What follows belongs to an exercise in optimizing a design on an open flow for small area, a short achievable clock period and few clock cycles; a production flow would make more cautious choices. Only the layout flow was run in this run; the RTL was not checked for function there.

<file path="flow/config.mk">
export PLATFORM = sky130hd
export DESIGN_NAME = PSE
export DESIGN_NICKNAME = PSE
export VERILOG_FILES = /design/flow/design.v
export SDC_FILE = /design/flow/constraint.sdc
export NUM_CORES = 4
export LEC_CHECK = 0
export CAP_MARGIN = 20
export CORE_MARGIN = 2
export CORE_UTILIZATION = 40
export SETUP_SLACK_MARGIN = 4.0
export SLEW_MARGIN = 20
</file>
<file path="flow/constraint.sdc">
create_clock -name core_clock -period 11.0 [get_ports {clk}]
set_input_delay 2.2000 -clock core_clock [delete_from_list [all_inputs] [get_ports {clk}]]
set_output_delay 2.2000 -clock core_clock [all_outputs]
set_load 0.01 [all_outputs]
</file>
<file path="flow/design.v">
module cross_calculator(x0, y0, x1, y1, pos);
input  [10:0] x0;
input  [10:0] y0;
input  [10:0] x1;
input  [10:0] y1;
output        pos;
wire one1 = y1[0] ^ 1'b0;
wire two2 = (y1[1] & ~y1[0] & ~1'b0) | (~y1[1] & y1[0] & 1'b0);
wire neg3 = y1[1];
wire pp4 = ((one1 & x0[0]) | (two2 & 1'b0)) ^ neg3;
wire pp5 = ((one1 & x0[1]) | (two2 & x0[0])) ^ neg3;
wire pp6 = ((one1 & x0[2]) | (two2 & x0[1])) ^ neg3;
wire pp7 = ((one1 & x0[3]) | (two2 & x0[2])) ^ neg3;
wire pp8 = ((one1 & x0[4]) | (two2 & x0[3])) ^ neg3;
wire pp9 = ((one1 & x0[5]) | (two2 & x0[4])) ^ neg3;
wire pp10 = ((one1 & x0[6]) | (two2 & x0[5])) ^ neg3;
wire pp11 = ((one1 & x0[7]) | (two2 & x0[6])) ^ neg3;
wire pp12 = ((one1 & x0[8]) | (two2 & x0[7])) ^ neg3;
wire pp13 = ((one1 & x0[9]) | (two2 & x0[8])) ^ neg3;
wire pp14 = ((one1 & x0[10]) | (two2 & x0[9])) ^ neg3;
wire pp15 = ~(((one1 & x0[10]) | (two2 & x0[10])) ^ neg3);
wire one16 = y1[2] ^ y1[1];
wire two17 = (y1[3] & ~y1[2] & ~y1[1]) | (~y1[3] & y1[2] & y1[1]);
wire neg18 = y1[3];
wire pp19 = ((one16 & x0[0]) | (two17 & 1'b0)) ^ neg18;
wire pp20 = ((one16 & x0[1]) | (two17 & x0[0])) ^ neg18;
wire pp21 = ((one16 & x0[2]) | (two17 & x0[1])) ^ neg18;
wire pp22 = ((one16 & x0[3]) | (two17 & x0[2])) ^ neg18;
wire pp23 = ((one16 & x0[4]) | (two17 & x0[3])) ^ neg18;
wire pp24 = ((one16 & x0[5]) | (two17 & x0[4])) ^ neg18;
wire pp25 = ((one16 & x0[6]) | (two17 & x0[5])) ^ neg18;
wire pp26 = ((one16 & x0[7]) | (two17 & x0[6])) ^ neg18;
wire pp27 = ((one16 & x0[8]) | (two17 & x0[7])) ^ neg18;
wire pp28 = ((one16 & x0[9]) | (two17 & x0[8])) ^ neg18;
wire pp29 = ((one16 & x0[10]) | (two17 & x0[9])) ^ neg18;
wire pp30 = ~(((one16 & x0[10]) | (two17 & x0[10])) ^ neg18);
wire one31 = y1[4] ^ y1[3];
wire two32 = (y1[5] & ~y1[4] & ~y1[3]) | (~y1[5] & y1[4] & y1[3]);
wire neg33 = y1[5];
wire pp34 = ((one31 & x0[0]) | (two32 & 1'b0)) ^ neg33;
wire pp35 = ((one31 & x0[1]) | (two32 & x0[0])) ^ neg33;
wire pp36 = ((one31 & x0[2]) | (two32 & x0[1])) ^ neg33;
wire pp37 = ((one31 & x0[3]) | (two32 & x0[2])) ^ neg33;
wire pp38 = ((one31 & x0[4]) | (two32 & x0[3])) ^ neg33;
wire pp39 = ((one31 & x0[5]) | (two32 & x0[4])) ^ neg33;
wire pp40 = ((one31 & x0[6]) | (two32 & x0[5])) ^ neg33;
wire pp41 = ((one31 & x0[7]) | (two32 & x0[6])) ^ neg33;
wire pp42 = ((one31 & x0[8]) | (two32 & x0[7])) ^ neg33;
wire pp43 = ((one31 & x0[9]) | (two32 & x0[8])) ^ neg33;
wire pp44 = ((one31 & x0[10]) | (two32 & x0[9])) ^ neg33;
wire pp45 = ~(((one31 & x0[10]) | (two32 & x0[10])) ^ neg33);
wire one46 = y1[6] ^ y1[5];
wire two47 = (y1[7] & ~y1[6] & ~y1[5]) | (~y1[7] & y1[6] & y1[5]);
wire neg48 = y1[7];
wire pp49 = ((one46 & x0[0]) | (two47 & 1'b0)) ^ neg48;
wire pp50 = ((one46 & x0[1]) | (two47 & x0[0])) ^ neg48;
wire pp51 = ((one46 & x0[2]) | (two47 & x0[1])) ^ neg48;
wire pp52 = ((one46 & x0[3]) | (two47 & x0[2])) ^ neg48;
wire pp53 = ((one46 & x0[4]) | (two47 & x0[3])) ^ neg48;
wire pp54 = ((one46 & x0[5]) | (two47 & x0[4])) ^ neg48;
wire pp55 = ((one46 & x0[6]) | (two47 & x0[5])) ^ neg48;
wire pp56 = ((one46 & x0[7]) | (two47 & x0[6])) ^ neg48;
wire pp57 = ((one46 & x0[8]) | (two47 & x0[7])) ^ neg48;
wire pp58 = ((one46 & x0[9]) | (two47 & x0[8])) ^ neg48;
wire pp59 = ((one46 & x0[10]) | (two47 & x0[9])) ^ neg48;
wire pp60 = ~(((one46 & x0[10]) | (two47 & x0[10])) ^ neg48);
wire one61 = y1[8] ^ y1[7];
wire two62 = (y1[9] & ~y1[8] & ~y1[7]) | (~y1[9] & y1[8] & y1[7]);
wire neg63 = y1[9];
wire pp64 = ((one61 & x0[0]) | (two62 & 1'b0)) ^ neg63;
wire pp65 = ((one61 & x0[1]) | (two62 & x0[0])) ^ neg63;
wire pp66 = ((one61 & x0[2]) | (two62 & x0[1])) ^ neg63;
wire pp67 = ((one61 & x0[3]) | (two62 & x0[2])) ^ neg63;
wire pp68 = ((one61 & x0[4]) | (two62 & x0[3])) ^ neg63;
wire pp69 = ((one61 & x0[5]) | (two62 & x0[4])) ^ neg63;
wire pp70 = ((one61 & x0[6]) | (two62 & x0[5])) ^ neg63;
wire pp71 = ((one61 & x0[7]) | (two62 & x0[6])) ^ neg63;
wire pp72 = ((one61 & x0[8]) | (two62 & x0[7])) ^ neg63;
wire pp73 = ((one61 & x0[9]) | (two62 & x0[8])) ^ neg63;
wire pp74 = ((one61 & x0[10]) | (two62 & x0[9])) ^ neg63;
wire pp75 = ~(((one61 & x0[10]) | (two62 & x0[10])) ^ neg63);
wire one76 = y1[10] ^ y1[9];
wire two77 = (y1[10] & ~y1[10] & ~y1[9]) | (~y1[10] & y1[10] & y1[9]);
wire neg78 = y1[10];
wire pp79 = ((one76 & x0[0]) | (two77 & 1'b0)) ^ neg78;
wire pp80 = ((one76 & x0[1]) | (two77 & x0[0])) ^ neg78;
wire pp81 = ((one76 & x0[2]) | (two77 & x0[1])) ^ neg78;
wire pp82 = ((one76 & x0[3]) | (two77 & x0[2])) ^ neg78;
wire pp83 = ((one76 & x0[4]) | (two77 & x0[3])) ^ neg78;
wire pp84 = ((one76 & x0[5]) | (two77 & x0[4])) ^ neg78;
wire pp85 = ((one76 & x0[6]) | (two77 & x0[5])) ^ neg78;
wire pp86 = ((one76 & x0[7]) | (two77 & x0[6])) ^ neg78;
wire pp87 = ((one76 & x0[8]) | (two77 & x0[7])) ^ neg78;
wire pp88 = ((one76 & x0[9]) | (two77 & x0[8])) ^ neg78;
wire pp89 = ((one76 & x0[10]) | (two77 & x0[9])) ^ neg78;
wire pp90 = ~(((one76 & x0[10]) | (two77 & x0[10])) ^ neg78);
wire one91 = x1[0] ^ 1'b0;
wire two92 = (x1[1] & ~x1[0] & ~1'b0) | (~x1[1] & x1[0] & 1'b0);
wire neg93 = ~x1[1];
wire pp94 = ((one91 & y0[0]) | (two92 & 1'b0)) ^ neg93;
wire pp95 = ((one91 & y0[1]) | (two92 & y0[0])) ^ neg93;
wire pp96 = ((one91 & y0[2]) | (two92 & y0[1])) ^ neg93;
wire pp97 = ((one91 & y0[3]) | (two92 & y0[2])) ^ neg93;
wire pp98 = ((one91 & y0[4]) | (two92 & y0[3])) ^ neg93;
wire pp99 = ((one91 & y0[5]) | (two92 & y0[4])) ^ neg93;
wire pp100 = ((one91 & y0[6]) | (two92 & y0[5])) ^ neg93;
wire pp101 = ((one91 & y0[7]) | (two92 & y0[6])) ^ neg93;
wire pp102 = ((one91 & y0[8]) | (two92 & y0[7])) ^ neg93;
wire pp103 = ((one91 & y0[9]) | (two92 & y0[8])) ^ neg93;
wire pp104 = ((one91 & y0[10]) | (two92 & y0[9])) ^ neg93;
wire pp105 = ~(((one91 & y0[10]) | (two92 & y0[10])) ^ neg93);
wire one106 = x1[2] ^ x1[1];
wire two107 = (x1[3] & ~x1[2] & ~x1[1]) | (~x1[3] & x1[2] & x1[1]);
wire neg108 = ~x1[3];
wire pp109 = ((one106 & y0[0]) | (two107 & 1'b0)) ^ neg108;
wire pp110 = ((one106 & y0[1]) | (two107 & y0[0])) ^ neg108;
wire pp111 = ((one106 & y0[2]) | (two107 & y0[1])) ^ neg108;
wire pp112 = ((one106 & y0[3]) | (two107 & y0[2])) ^ neg108;
wire pp113 = ((one106 & y0[4]) | (two107 & y0[3])) ^ neg108;
wire pp114 = ((one106 & y0[5]) | (two107 & y0[4])) ^ neg108;
wire pp115 = ((one106 & y0[6]) | (two107 & y0[5])) ^ neg108;
wire pp116 = ((one106 & y0[7]) | (two107 & y0[6])) ^ neg108;
wire pp117 = ((one106 & y0[8]) | (two107 & y0[7])) ^ neg108;
wire pp118 = ((one106 & y0[9]) | (two107 & y0[8])) ^ neg108;
wire pp119 = ((one106 & y0[10]) | (two107 & y0[9])) ^ neg108;
wire pp120 = ~(((one106 & y0[10]) | (two107 & y0[10])) ^ neg108);
wire one121 = x1[4] ^ x1[3];
wire two122 = (x1[5] & ~x1[4] & ~x1[3]) | (~x1[5] & x1[4] & x1[3]);
wire neg123 = ~x1[5];
wire pp124 = ((one121 & y0[0]) | (two122 & 1'b0)) ^ neg123;
wire pp125 = ((one121 & y0[1]) | (two122 & y0[0])) ^ neg123;
wire pp126 = ((one121 & y0[2]) | (two122 & y0[1])) ^ neg123;
wire pp127 = ((one121 & y0[3]) | (two122 & y0[2])) ^ neg123;
wire pp128 = ((one121 & y0[4]) | (two122 & y0[3])) ^ neg123;
wire pp129 = ((one121 & y0[5]) | (two122 & y0[4])) ^ neg123;
wire pp130 = ((one121 & y0[6]) | (two122 & y0[5])) ^ neg123;
wire pp131 = ((one121 & y0[7]) | (two122 & y0[6])) ^ neg123;
wire pp132 = ((one121 & y0[8]) | (two122 & y0[7])) ^ neg123;
wire pp133 = ((one121 & y0[9]) | (two122 & y0[8])) ^ neg123;
wire pp134 = ((one121 & y0[10]) | (two122 & y0[9])) ^ neg123;
wire pp135 = ~(((one121 & y0[10]) | (two122 & y0[10])) ^ neg123);
wire one136 = x1[6] ^ x1[5];
wire two137 = (x1[7] & ~x1[6] & ~x1[5]) | (~x1[7] & x1[6] & x1[5]);
wire neg138 = ~x1[7];
wire pp139 = ((one136 & y0[0]) | (two137 & 1'b0)) ^ neg138;
wire pp140 = ((one136 & y0[1]) | (two137 & y0[0])) ^ neg138;
wire pp141 = ((one136 & y0[2]) | (two137 & y0[1])) ^ neg138;
wire pp142 = ((one136 & y0[3]) | (two137 & y0[2])) ^ neg138;
wire pp143 = ((one136 & y0[4]) | (two137 & y0[3])) ^ neg138;
wire pp144 = ((one136 & y0[5]) | (two137 & y0[4])) ^ neg138;
wire pp145 = ((one136 & y0[6]) | (two137 & y0[5])) ^ neg138;
wire pp146 = ((one136 & y0[7]) | (two137 & y0[6])) ^ neg138;
wire pp147 = ((one136 & y0[8]) | (two137 & y0[7])) ^ neg138;
wire pp148 = ((one136 & y0[9]) | (two137 & y0[8])) ^ neg138;
wire pp149 = ((one136 & y0[10]) | (two137 & y0[9])) ^ neg138;
wire pp150 = ~(((one136 & y0[10]) | (two137 & y0[10])) ^ neg138);
wire one151 = x1[8] ^ x1[7];
wire two152 = (x1[9] & ~x1[8] & ~x1[7]) | (~x1[9] & x1[8] & x1[7]);
wire neg153 = ~x1[9];
wire pp154 = ((one151 & y0[0]) | (two152 & 1'b0)) ^ neg153;
wire pp155 = ((one151 & y0[1]) | (two152 & y0[0])) ^ neg153;
wire pp156 = ((one151 & y0[2]) | (two152 & y0[1])) ^ neg153;
wire pp157 = ((one151 & y0[3]) | (two152 & y0[2])) ^ neg153;
wire pp158 = ((one151 & y0[4]) | (two152 & y0[3])) ^ neg153;
wire pp159 = ((one151 & y0[5]) | (two152 & y0[4])) ^ neg153;
wire pp160 = ((one151 & y0[6]) | (two152 & y0[5])) ^ neg153;
wire pp161 = ((one151 & y0[7]) | (two152 & y0[6])) ^ neg153;
wire pp162 = ((one151 & y0[8]) | (two152 & y0[7])) ^ neg153;
wire pp163 = ((one151 & y0[9]) | (two152 & y0[8])) ^ neg153;
wire pp164 = ((one151 & y0[10]) | (two152 & y0[9])) ^ neg153;
wire pp165 = ~(((one151 & y0[10]) | (two152 & y0[10])) ^ neg153);
wire one166 = x1[10] ^ x1[9];
wire two167 = (x1[10] & ~x1[10] & ~x1[9]) | (~x1[10] & x1[10] & x1[9]);
wire neg168 = ~x1[10];
wire pp169 = ((one166 & y0[0]) | (two167 & 1'b0)) ^ neg168;
wire pp170 = ((one166 & y0[1]) | (two167 & y0[0])) ^ neg168;
wire pp171 = ((one166 & y0[2]) | (two167 & y0[1])) ^ neg168;
wire pp172 = ((one166 & y0[3]) | (two167 & y0[2])) ^ neg168;
wire pp173 = ((one166 & y0[4]) | (two167 & y0[3])) ^ neg168;
wire pp174 = ((one166 & y0[5]) | (two167 & y0[4])) ^ neg168;
wire pp175 = ((one166 & y0[6]) | (two167 & y0[5])) ^ neg168;
wire pp176 = ((one166 & y0[7]) | (two167 & y0[6])) ^ neg168;
wire pp177 = ((one166 & y0[8]) | (two167 & y0[7])) ^ neg168;
wire pp178 = ((one166 & y0[9]) | (two167 & y0[8])) ^ neg168;
wire pp179 = ((one166 & y0[10]) | (two167 & y0[9])) ^ neg168;
wire pp180 = ~(((one166 & y0[10]) | (two167 & y0[10])) ^ neg168);
wire s181, c182;
assign {c182, s181} = pp14 + pp27;
wire s183, c184;
assign {c184, s183} = pp10 + pp23;
wire s185, c186;
assign {c186, s185} = pp12 + pp25 + pp38;
wire s187, c188;
assign {c188, s187} = pp51 + pp64;
wire s189, c190;
assign {c190, s189} = pp13 + pp26 + pp39;
wire s191, c192;
assign {c192, s191} = pp52 + pp65;
wire s193, c194;
assign {c194, s193} = pp40 + pp53 + pp66;
wire s195, c196;
assign {c196, s195} = pp79 + neg78 + pp104;
wire s197, c198;
assign {c198, s197} = pp117 + pp130 + pp143;
wire s199, c200;
assign {c200, s199} = pp15 + pp28 + pp41;
wire s201, c202;
assign {c202, s201} = pp54 + pp67 + pp80;
wire s203, c204;
assign {c204, s203} = pp105 + pp118 + pp131;
wire s205, c206;
assign {c206, s205} = pp144 + pp157;
wire s207, c208;
assign {c208, s207} = pp29 + pp42 + pp55;
wire s209, c210;
assign {c210, s209} = pp68 + pp81 + pp119;
wire s211, c212;
assign {c212, s211} = pp132 + pp145 + pp158;
wire s213, c214;
assign {c214, s213} = pp30 + pp43 + pp56;
wire s215, c216;
assign {c216, s215} = pp69 + pp82 + pp120;
wire s217, c218;
assign {c218, s217} = pp133 + pp146;
wire s219, c220;
assign {c220, s219} = pp44 + pp57 + pp70;
wire s221, c222;
assign {c222, s221} = pp45 + pp58;
wire s223, c224;
assign {c224, s223} = pp8 + pp21 + pp34;
wire s225, c226;
assign {c226, s225} = pp9 + pp22;
wire s227, c228;
assign {c228, s227} = pp36 + pp49 + neg48;
wire s229, c230;
assign {c230, s229} = pp100 + pp113 + pp126;
wire s231, c232;
assign {c232, s231} = pp11 + pp24 + pp37;
wire s233, c234;
assign {c234, s233} = pp50 + pp101 + pp114;
wire s235, c236;
assign {c236, s235} = pp127 + pp140;
wire s237, c238;
assign {c238, s237} = neg63 + pp102 + pp115;
wire s239, c240;
assign {c240, s239} = pp128 + pp141 + pp154;
wire s241, c242;
assign {c242, s241} = neg153 + s185 + s187;
wire s243, c244;
assign {c244, s243} = pp103 + pp116 + pp129;
wire s245, c246;
assign {c246, s245} = pp142 + pp155 + c186;
wire s247, c248;
assign {c248, s247} = c188 + s189 + s191;
wire s249, c250;
assign {c250, s249} = pp156 + pp169 + neg168;
wire s251, c252;
assign {c252, s251} = s181 + c190 + c192;
wire s253, c254;
assign {c254, s253} = s193 + s195 + s197;
wire s255, c256;
assign {c256, s255} = pp170 + c182 + c194;
wire s257, c258;
assign {c258, s257} = c196 + c198 + s199;
wire s259, c260;
assign {c260, s259} = s201 + s203 + s205;
wire s261, c262;
assign {c262, s261} = pp171 + c200 + c202;
wire s263, c264;
assign {c264, s263} = c204 + c206 + s207;
wire s265 = ~(s209 ^ s211);
wire c266 = s209 | s211;
wire s267, c268;
assign {c268, s267} = pp159 + pp172 + c208;
wire s269, c270;
assign {c270, s269} = c210 + c212 + s213;
wire s271 = ~(s215 ^ s217);
wire c272 = s215 | s217;
wire s273, c274;
assign {c274, s273} = pp83 + pp134 + pp147;
wire s275, c276;
assign {c276, s275} = pp160 + pp173 + c214;
wire s277, c278;
assign {c278, s277} = c216 + c218 + s219;
wire s279, c280;
assign {c280, s279} = pp71 + pp84 + pp135;
wire s281, c282;
assign {c282, s281} = pp148 + pp161 + pp174;
wire s283 = ~(c220 ^ s221);
wire c284 = c220 | s221;
wire s285, c286;
assign {c286, s285} = pp59 + pp72 + pp85;
wire s287, c288;
assign {c288, s287} = pp149 + pp162 + pp175;
wire s289, c290;
assign {c290, s289} = pp60 + pp73 + pp86;
wire s291, c292;
assign {c292, s291} = pp150 + pp163;
wire s293, c294;
assign {c294, s293} = pp6 + pp19 + neg18;
wire s295, c296;
assign {c296, s295} = pp7 + pp20;
wire s297, c298;
assign {c298, s297} = neg33 + pp98 + pp111;
wire s299, c300;
assign {c300, s299} = pp124 + neg123;
wire s301, c302;
assign {c302, s301} = pp35 + pp99 + pp112;
wire s303, c304;
assign {c304, s303} = pp125 + c224 + s225;
wire s305, c306;
assign {c306, s305} = pp139 + neg138 + s183;
wire s307, c308;
assign {c308, s307} = c226 + s227 + s229;
wire s309, c310;
assign {c310, s309} = c184 + c228 + c230;
wire s311, c312;
assign {c312, s311} = s231 + s233 + s235;
wire s313, c314;
assign {c314, s313} = c232 + c234 + c236;
wire s315, c316;
assign {c316, s315} = s237 + s239 + s241;
wire s317, c318;
assign {c318, s317} = c238 + c240 + c242;
wire s319, c320;
assign {c320, s319} = s243 + s245 + s247;
wire s321, c322;
assign {c322, s321} = c244 + c246 + c248;
wire s323, c324;
assign {c324, s323} = s249 + s251 + s253;
wire s325, c326;
assign {c326, s325} = c250 + c252 + c254;
wire s327, c328;
assign {c328, s327} = s255 + s257 + s259;
wire s329, c330;
assign {c330, s329} = c256 + c258 + c260;
wire s331, c332;
assign {c332, s331} = s261 + s263 + s265;
wire s333, c334;
assign {c334, s333} = c262 + c264 + c266;
wire s335, c336;
assign {c336, s335} = s267 + s269 + s271;
wire s337, c338;
assign {c338, s337} = c268 + c270 + c272;
wire s339, c340;
assign {c340, s339} = s273 + s275 + s277;
wire s341, c342;
assign {c342, s341} = c274 + c276 + c278;
wire s343, c344;
assign {c344, s343} = s279 + s281 + s283;
wire s345, c346;
assign {c346, s345} = c222 + c280 + c282;
wire s347, c348;
assign {c348, s347} = c284 + s285 + s287;
wire s349, c350;
assign {c350, s349} = pp176 + c286 + c288;
wire s351 = ~(s289 ^ s291);
wire c352 = s289 | s291;
wire s353, c354;
assign {c354, s353} = pp74 + pp87 + pp164;
wire s355, c356;
assign {c356, s355} = pp177 + c290 + c292;
wire s357, c358;
assign {c358, s357} = pp75 + pp88 + pp165;
wire s359 = ~pp178;
wire c360 = pp178;
wire s361, c362;
assign {c362, s361} = pp4 + neg3;
wire s363, c364;
assign {c364, s363} = pp96 + pp109;
wire s365, c366;
assign {c366, s365} = pp97 + pp110 + c294;
wire s367, c368;
assign {c368, s367} = s223 + c296 + s297;
wire s369, c370;
assign {c370, s369} = c298 + c300 + s301;
wire s371, c372;
assign {c372, s371} = c302 + c304 + s305;
wire s373, c374;
assign {c374, s373} = c306 + c308 + s309;
wire s375, c376;
assign {c376, s375} = c310 + c312 + s313;
wire s377, c378;
assign {c378, s377} = c314 + c316 + s317;
wire s379, c380;
assign {c380, s379} = c318 + c320 + s321;
wire s381, c382;
assign {c382, s381} = c322 + c324 + s325;
wire s383, c384;
assign {c384, s383} = c326 + c328 + s329;
wire s385, c386;
assign {c386, s385} = c330 + c332 + s333;
wire s387, c388;
assign {c388, s387} = c334 + c336 + s337;
wire s389, c390;
assign {c390, s389} = c338 + c340 + s341;
wire s391, c392;
assign {c392, s391} = c342 + c344 + s345;
wire s393, c394;
assign {c394, s393} = c346 + c348 + s349;
wire s395, c396;
assign {c396, s395} = c350 + c352 + s353;
wire s397, c398;
assign {c398, s397} = c354 + c356 + s357;
wire s399, c400;
assign {c400, s399} = pp89 + pp179 + c358;
wire s401, c402;
assign {c402, s401} = pp90 + pp180;
wire s403, c404;
assign {c404, s403} = pp94 + neg93;
wire s405, c406;
assign {c406, s405} = pp5 + pp95 + c362;
wire s407, c408;
assign {c408, s407} = neg108 + s293 + s363;
wire s409, c410;
assign {c410, s409} = s295 + c364 + s365;
wire s411, c412;
assign {c412, s411} = s299 + c366 + s367;
wire s413, c414;
assign {c414, s413} = s303 + c368 + s369;
wire s415, c416;
assign {c416, s415} = s307 + c370 + s371;
wire s417, c418;
assign {c418, s417} = s311 + c372 + s373;
wire s419, c420;
assign {c420, s419} = s315 + c374 + s375;
wire s421, c422;
assign {c422, s421} = s319 + c376 + s377;
wire s423, c424;
assign {c424, s423} = s323 + c378 + s379;
wire s425, c426;
assign {c426, s425} = s327 + c380 + s381;
wire s427, c428;
assign {c428, s427} = s331 + c382 + s383;
wire s429, c430;
assign {c430, s429} = s335 + c384 + s385;
wire s431, c432;
assign {c432, s431} = s339 + c386 + s387;
wire s433, c434;
assign {c434, s433} = s343 + c388 + s389;
wire s435, c436;
assign {c436, s435} = s347 + c390 + s391;
wire s437, c438;
assign {c438, s437} = s351 + c392 + s393;
wire s439, c440;
assign {c440, s439} = s355 + c394 + s395;
wire s441, c442;
assign {c442, s441} = s359 + c396 + s397;
wire s443, c444;
assign {c444, s443} = c360 + c398 + s399;
wire s445 = ~(c400 ^ s401);
wire c446 = c400 | s401;
wire [21:0] ra = {c444, c442, c440, c438, c436, c434, c432, c430, c428, c426, c424, c422, c420, c418, c416, c414, c412, c410, c408, c406, c404, s361};
wire [21:0] rb = {s445, s443, s441, s439, s437, s435, s433, s431, s429, s427, s425, s423, s421, s419, s417, s415, s413, s411, s409, s407, s405, s403};
wire [21:0] sum = ra + rb;
assign pos = ~sum[21];
endmodule
module PSE ( clk,
			reset,
			Xin,
			Yin,
			point_num,
			valid,
			Xout,
			Yout);
input        clk;
input        reset;
input [9:0]  Xin;
input [9:0]  Yin;
input [2:0]  point_num;
output       valid;
output [9:0] Xout;
output [9:0] Yout;
reg  [3:0] cyc;
reg  [2:0] n;
reg  [9:0] p0x, p0y;
reg  [10:0] sx1, sy1, sx2, sy2, sx3, sy3, sx4, sy4, sx5, sy5;
reg  [3:0] xs;          
reg  [3:0] ys;          
reg  [4:0] osel;        
reg        vld;
reg        c12, c13, c23, b5first;
reg        mg;          
reg  [1:0] ia;          
reg        ib;          
reg        aLeft, bLeft;
wire c;   
wire [10:0] ax = ({11{xs[0]}} & sx1) | ({11{xs[1]}} & sx2) | ({11{xs[2]}} & sx3) | ({11{xs[3]}} & sx4);
wire [10:0] ay = ({11{xs[0]}} & sy1) | ({11{xs[1]}} & sy2) | ({11{xs[2]}} & sy3) | ({11{xs[3]}} & sy4);
wire [10:0] bx = ({11{ys[0]}} & sx2) | ({11{ys[1]}} & sx3) | ({11{ys[2]}} & sx4) | ({11{ys[3]}} & sx5);
wire [10:0] by = ({11{ys[0]}} & sy2) | ({11{ys[1]}} & sy3) | ({11{ys[2]}} & sy4) | ({11{ys[3]}} & sy5);
cross_calculator CC(.x0(ax), .y0(ay), .x1(bx), .y1(by), .pos(c));
wire big = n[2] & (n[1] | n[0]);           
wire [3:0] start = big ? {1'b0, n} + 4'd1 : {1'b0, n};    
wire [3:0] stop  = start + {1'b0, n} - 4'd1;              
wire pre  = (cyc == start - 4'd1);         
function [3:0] headA;    
	input [1:0] k;
	input x12, x13, x23;
	input [2:0] nn;
	reg [1:0] r1, r2, r3;
	begin
		if (nn == 3'd3) begin
			r1 = 2'd0; r2 = 2'd3; r3 = 2'd3;
		end else if (nn == 3'd4) begin
			r1 = {1'b0, x12}; r2 = {1'b0, ~x12}; r3 = 2'd3;
		end else begin
			r1 = {1'b0, x12} + {1'b0, x13};
			r2 = {1'b0, ~x12} + {1'b0, x23};
			r3 = {1'b0, ~x13} + {1'b0, ~x23};
		end
		headA = {1'b0, r3 == k, r2 == k, r1 == k};
	end
endfunction
function [3:0] headB;
	input       k;
	input       b5;
	input [2:0] nn;
	begin
		case (nn)
			3'd3: headB = 4'b0001;
			3'd4: headB = 4'b0010;
			3'd5: headB = 4'b0100;
			default: headB = (k ^ b5) ? 4'b1000 : 4'b0100;
		endcase
	end
endfunction
wire [4:0] xslot = {1'b0, xs};
wire [4:0] yslot = {ys, 1'b0};
reg [3:0] xs_n [0:1];
reg [3:0] ys_n [0:1];
reg [4:0] osel_n [0:1];
reg       vld_n [0:1];
reg       mg_n [0:1];
reg [1:0] ia_n [0:1];
reg       ib_n [0:1];
reg       aL_n [0:1];
reg       bL_n [0:1];
reg       c12_n [0:1], c13_n [0:1], c23_n [0:1], b5_n [0:1];
reg [1:0] sizeA;
reg       takeB;
integer v;
always @(*) begin
	sizeA = big ? 2'd3 : (n == 3'd4 ? 2'd2 : 2'd1);
	for (v = 0; v < 2; v = v + 1) begin
		c12_n[v] = (cyc == 4'd3) ? v[0] : c12;
		c13_n[v] = (cyc == 4'd4) ? v[0] : c13;
		c23_n[v] = (cyc == 4'd5) ? v[0] : c23;
		b5_n[v]  = (cyc == 4'd6) ? v[0] : b5first;
		xs_n[v] = 4'b0000;
		ys_n[v] = 4'b0000;
		osel_n[v] = 5'b00000;
		vld_n[v] = 1'b0;
		mg_n[v] = 1'b0;
		ia_n[v] = 2'd0;
		ib_n[v] = 1'b0;
		aL_n[v] = 1'b1;
		bL_n[v] = 1'b1;
		takeB = bLeft & (~aLeft | v[0]);
		if (mg) begin
			vld_n[v] = 1'b1;
			osel_n[v] = takeB ? yslot : xslot;
			ia_n[v] = takeB ? ia : ia + 2'd1;
			ib_n[v] = takeB ? 1'b1 : ib;
			aL_n[v] = takeB ? aLeft : (ia + 2'd1 < sizeA);
			bL_n[v] = takeB ? (n == 3'd6 && !ib) : bLeft;
			mg_n[v] = (cyc != stop - 4'd1);
			xs_n[v] = headA(ia_n[v], c12, c13, c23, n);
			ys_n[v] = headB(ib_n[v], b5first, n);
		end else if (pre) begin
			vld_n[v] = 1'b1;
			mg_n[v] = 1'b1;
			xs_n[v] = headA(2'd0, c12_n[v], c13_n[v], c23_n[v], n);
			ys_n[v] = headB(1'b0, b5_n[v], n);
		end else begin
			case (cyc)
				4'd2: begin xs_n[v] = 4'b0001; ys_n[v] = 4'b0001; end   
				4'd3: begin xs_n[v] = 4'b0001; ys_n[v] = 4'b0010; end   
				4'd4: begin xs_n[v] = 4'b0010; ys_n[v] = 4'b0010; end   
				4'd5: begin xs_n[v] = 4'b1000; ys_n[v] = 4'b1000; end   
				default: ;
			endcase
		end
	end
end
always @(posedge clk or posedge reset) begin
	if (reset) begin
		cyc <= 4'd0;
		vld <= 1'b0;
		mg  <= 1'b0;
	end else begin
		cyc <= (cyc == stop) ? 4'd0 : cyc + 4'd1;
		vld <= (cyc != 4'd0) & (c ? vld_n[1] : vld_n[0]);
		mg  <= (cyc != 4'd0) & (c ? mg_n[1] : mg_n[0]);
	end
end
always @(posedge clk) begin
	if (cyc == 4'd0) begin
		p0x <= Xin;
		p0y <= Yin;
		n   <= point_num;
	end
	if (cyc == 4'd1) begin sx1 <= {1'b0, Xin} - {1'b0, p0x}; sy1 <= {1'b0, Yin} - {1'b0, p0y}; end
	if (cyc == 4'd2) begin sx2 <= {1'b0, Xin} - {1'b0, p0x}; sy2 <= {1'b0, Yin} - {1'b0, p0y}; end
	if (cyc == 4'd3) begin sx3 <= {1'b0, Xin} - {1'b0, p0x}; sy3 <= {1'b0, Yin} - {1'b0, p0y}; end
	if (cyc == 4'd4) begin sx4 <= {1'b0, Xin} - {1'b0, p0x}; sy4 <= {1'b0, Yin} - {1'b0, p0y}; end
	if (cyc == 4'd5) begin sx5 <= {1'b0, Xin} - {1'b0, p0x}; sy5 <= {1'b0, Yin} - {1'b0, p0y}; end
	xs    <= c ? xs_n[1] : xs_n[0];
	ys    <= c ? ys_n[1] : ys_n[0];
	osel  <= c ? osel_n[1] : osel_n[0];
	ia    <= c ? ia_n[1] : ia_n[0];
	ib    <= c ? ib_n[1] : ib_n[0];
	aLeft <= c ? aL_n[1] : aL_n[0];
	bLeft <= c ? bL_n[1] : bL_n[0];
	c12 <= c12_n[c];
	c13 <= c13_n[c];
	c23 <= c23_n[c];
	b5first <= b5_n[c];
end
wire [9:0] ovx = ({10{osel[0]}} & sx1[9:0]) | ({10{osel[1]}} & sx2[9:0]) | ({10{osel[2]}} & sx3[9:0])
               | ({10{osel[3]}} & sx4[9:0]) | ({10{osel[4]}} & sx5[9:0]);
wire [9:0] ovy = ({10{osel[0]}} & sy1[9:0]) | ({10{osel[1]}} & sy2[9:0]) | ({10{osel[2]}} & sy3[9:0])
               | ({10{osel[3]}} & sy4[9:0]) | ({10{osel[4]}} & sy5[9:0]);
assign valid = vld;
assign Xout = ovx + p0x;
assign Yout = ovy + p0y;
endmodule
</file>
<file path="flow/run.sh">
#!/bin/bash
# synth_recipe.tcl (not shown) runs the flow's synth.tcl, then flattens the netlist and writes it again
# the make line also repeats each setting of config.mk as NAME=value (left out here)
make -C /OpenROAD-flow-scripts/flow DESIGN_CONFIG=/design/flow/config.mk WORK_HOME=/design/flow/orfs CLKGATE_MAP_FILE= SYNTH_SCRIPT=/design/flow/synth_recipe.tcl finish
</file>
==> run summary <==
[repair_timing]
action | in CTS | in global routing
pin swaps | 1 | 4
buffers inserted | 2 | 10
hold buffers | 0 | 0
setup endpoints to repair | 20 | 19
gates cloned | 0 | 1
resized for setup | 24 | 63
[layout make-up]
| class | count | area [µm²] | area share (%) |
|---|---|---|---|
| multi-input combinational | 1374 | 10700 | 59.4 |
| sequential | 161 | 4650 | 25.8 |
| timing repair buffer | 87 | 826 | 4.59 |
| tap | 525 | 657 | 3.65 |
| inverter | 156 | 598 | 3.32 |
| clock buffer | 17 | 425 | 2.36 |
| clock inverter | 15 | 151 | 0.841 |
[state kept, by name, summed over array words and instances (netlist names), 11 cells and up, named ones only]
register  count
sy2          11
sx4          11
sy5          11
sy3          11
sx3          11
sx1          11
sx2          11
sx5          11
sy4          11
sy1          11
[critical path: cells and delay by family, from the launching register on]
kind / cells / cell delay (ns)
flip-flops: 1 / 0.30
adder cells (fa/ha/maj): 6 / 2.88
multiplexers: 1 / 0.39
XOR/XNOR: 2 / 0.49
AO/OA/AOI/OAI: 9 / 1.79
buffers and inverters: 3 / 0.50
AND/OR/NAND/NOR: 2 / 0.29
[routing by layer]
| layer | GRT usage [%] | part of all wire (%) |
|---|---|---|
| met1 | 35.5 | 42 |
| met3 | 4.88 | 9.6 |
| met4 | 7.76 | 2.7 |
| met2 | 40.6 | 46 |
| met5 | 0 | 0 |
[per-stage QoR]
| stage | instance area (µm²) | instances | setup slack [ns] |
|---|---|---|---|
| 2_1_floorplan | 16200 | 1835 | 4.38 |
| 3_3_place_gp | 17000 | 2290 | 3.21 |
| 3_5_place_dp | 17000 | 2290 | 3.06 |
| 4_1_cts | 17700 | 2324 | 4.00 |
| 5_1_grt | 18000 | 2335 | 3.97 |
| 6_report | 18000 | 2335 | 4.23 |
[cell usage after synthesis (all sizes together), types with 38 or more instances]
library cell	count	area share (%)
o221ai	41	2.2
inv	153	3.5
o21ai	144	4.4
o22ai	75	2.9
nand2	168	3.9
fa	113	14
a21oi	175	5.4
xnor2	54	3.0
and2	38	1.5
nand3	38	1.2
ha	101	7.8
nor2	98	2.3
edfxtp	139	26
clkbuf	128	3.0
a22oi	103	4.8
[kinds of logic (layout without fill, tap and decap cells)]
logic type	count (synthesis)	count (layout)	share of synthesized area [%]
AOI/OAI and AO/OA	666	666	26.5
xor gates and xnor gates	77	77	4.21
and+or+nand+nor	407	407	11.2
DFF	161	161	28.6
buffers and inverters	300	275	7.00
muxes	10	10	0.633
adders and majority gates	214	214	21.7
[final timing paths]
kind                       startpoint  endpoint  slack [ns]  cells past startpoint
min                                ib        ib        0.52                      2
max in group asynchronous       reset        mg        8.85                      2
min in group asynchronous       reset    cyc[3]        1.96                      2
max reg2reg                     ys[1]     xs[2]        4.23                     23
max                             ys[1]     xs[2]        4.23                     23
min reg2reg                        ib        ib        0.52                      2
==> impl_metrics.toml <==
[run_status]
status = "timing/DRC/antenna clean"

[floorplanning]
start_util_pct = 40.6
rows = 73
die-area_um2 = 42200
chipHeight_um = 205
coreArea_um2 = 39900
ioPinCount = 46
fp.dieW_um = 205

[synthesis]
synth_edf_count = 139
synth-seq-area-share_pct = 28.6
avgSynthCellArea_um2 = 8.84
async_reset_ff_share_pct = 3.73
synth_seq_cells = 161
synth_area_um2 = 16200
ys.warnings.count = 14
synth_nets = 2074
synth.distinct_cells = 70
synthCells = 1835
synth_top_flop_cell = "edfxtp_1"

[detailed_routing]
routed_wl_mm = 53.4
dr.pass1.iters = 6
via_count = 14500
antenna_left = 0
drt_iter0_markers = 1836
drcViolationCount = 0
wl_per_cell_um = 22.9
vias_per_cell = 6.19

[setup_path]
crit_type = "reg -> reg"
crit_arrival_ns = 7.13
path_common_cell = "fa_1"
worstPathMaxFanout = 37
crit_slowest_cell = "fa_1"
slowest_delay_ns = 0.58
setup.worst_path.end_class = "register"
required_ns = 11.36
path_cells = "buf_4 -> a22oi_1 -> nand2_1 -> buf_6 -> xnor2_2 -> nand2_2 -> o22ai_1 -> a21oi_1 -> fa_1 -> fa_1 -> fa_1 -> fa_1 -> inv_1 -> fa_1 -> ha_1 -> a21o_1 -> a21oi_2 -> o211a_1 -> o311ai_2 -> a21boi_4 -> xnor2_4 -> mux2_2 -> o32ai_2"
crit_path_start_kind = "register"

[timing]
relSlewSlack_pct = 33.8
hold_ws_ns = 0.517
max_freq_mhz = 148
min_period_ns = 6.77
hold_viol = 0
drv_slew = 0
tightest_slew_ns = 0.992
fin_crit_sh_pct = 61.5
setup_violations = 0
fin_setup_tns_ns = 0
fin_worst_skew_ns = 0.0110
rsz0062_at_grt = "no"

[cts]
clock_latency_ns = 0.45
tritoncts = "built"
htree_levels = 4
clkTransAtPathRegs_ns = 0.07
clock-sinks = 161
root_buffer = "clkbuf_16"
cts_made_buffers = 17
clk_path_buf_depth = 2

[finish]
diodes = 0
final_cell_mix = "a21oi_1, nand2_1, inv_1"
drive_above_1_share_pct = 8.01
nFillCells = 3861
fin_util_pct = 45.1
area_delta_synth_final_pct = 11.0
final_common_cell = "a21oi_1"
layout.nets = 2036

[global_route]
grt_usage_pct = 25.6
grt_pass1_wl_mm = 82.1
grt_max_degree = 40
grt_pass1_vias = 13800
antenna_found_initial = 0
grt_overflow = 0

[placement]
io_buffer_count = 45
dpl.hpwl_mm = 39.1
globalplace.congestion = 0.995

[run]
max_cap_violations = 0

[min_path]
hold_class = "reg -> reg"

what the ideal ports hide:
The flow's constraints put no driver on any port. The routed layout listed below was extracted and timed again, unchanged, in two steps.
Step 1, drivers: a clkbuf_16 drives clk and a buf_2 each remaining input, both assumed.
Step 2 times the ports against the registers' clock, not the clock port: input delays grow and output delays shrink by t, the midpoint of the rising clock arrivals with the driver on.
Slacks: ideal / step 1 / step 2; pairs: ideal / step 1.
t (ns): 0.489
setup WS [ns]: 4.231 / 4.231 / 4.231
worst register clock-pin slew, ns: 0.07 / 0.07
worst data-port slew with drivers (ns): 0.05
pins driven straight from the clock port: 1
After both steps setup and hold are still met in this run. The setup slack of this run moves by 0.000 ns with the drivers and by 0.000 ns with both steps.
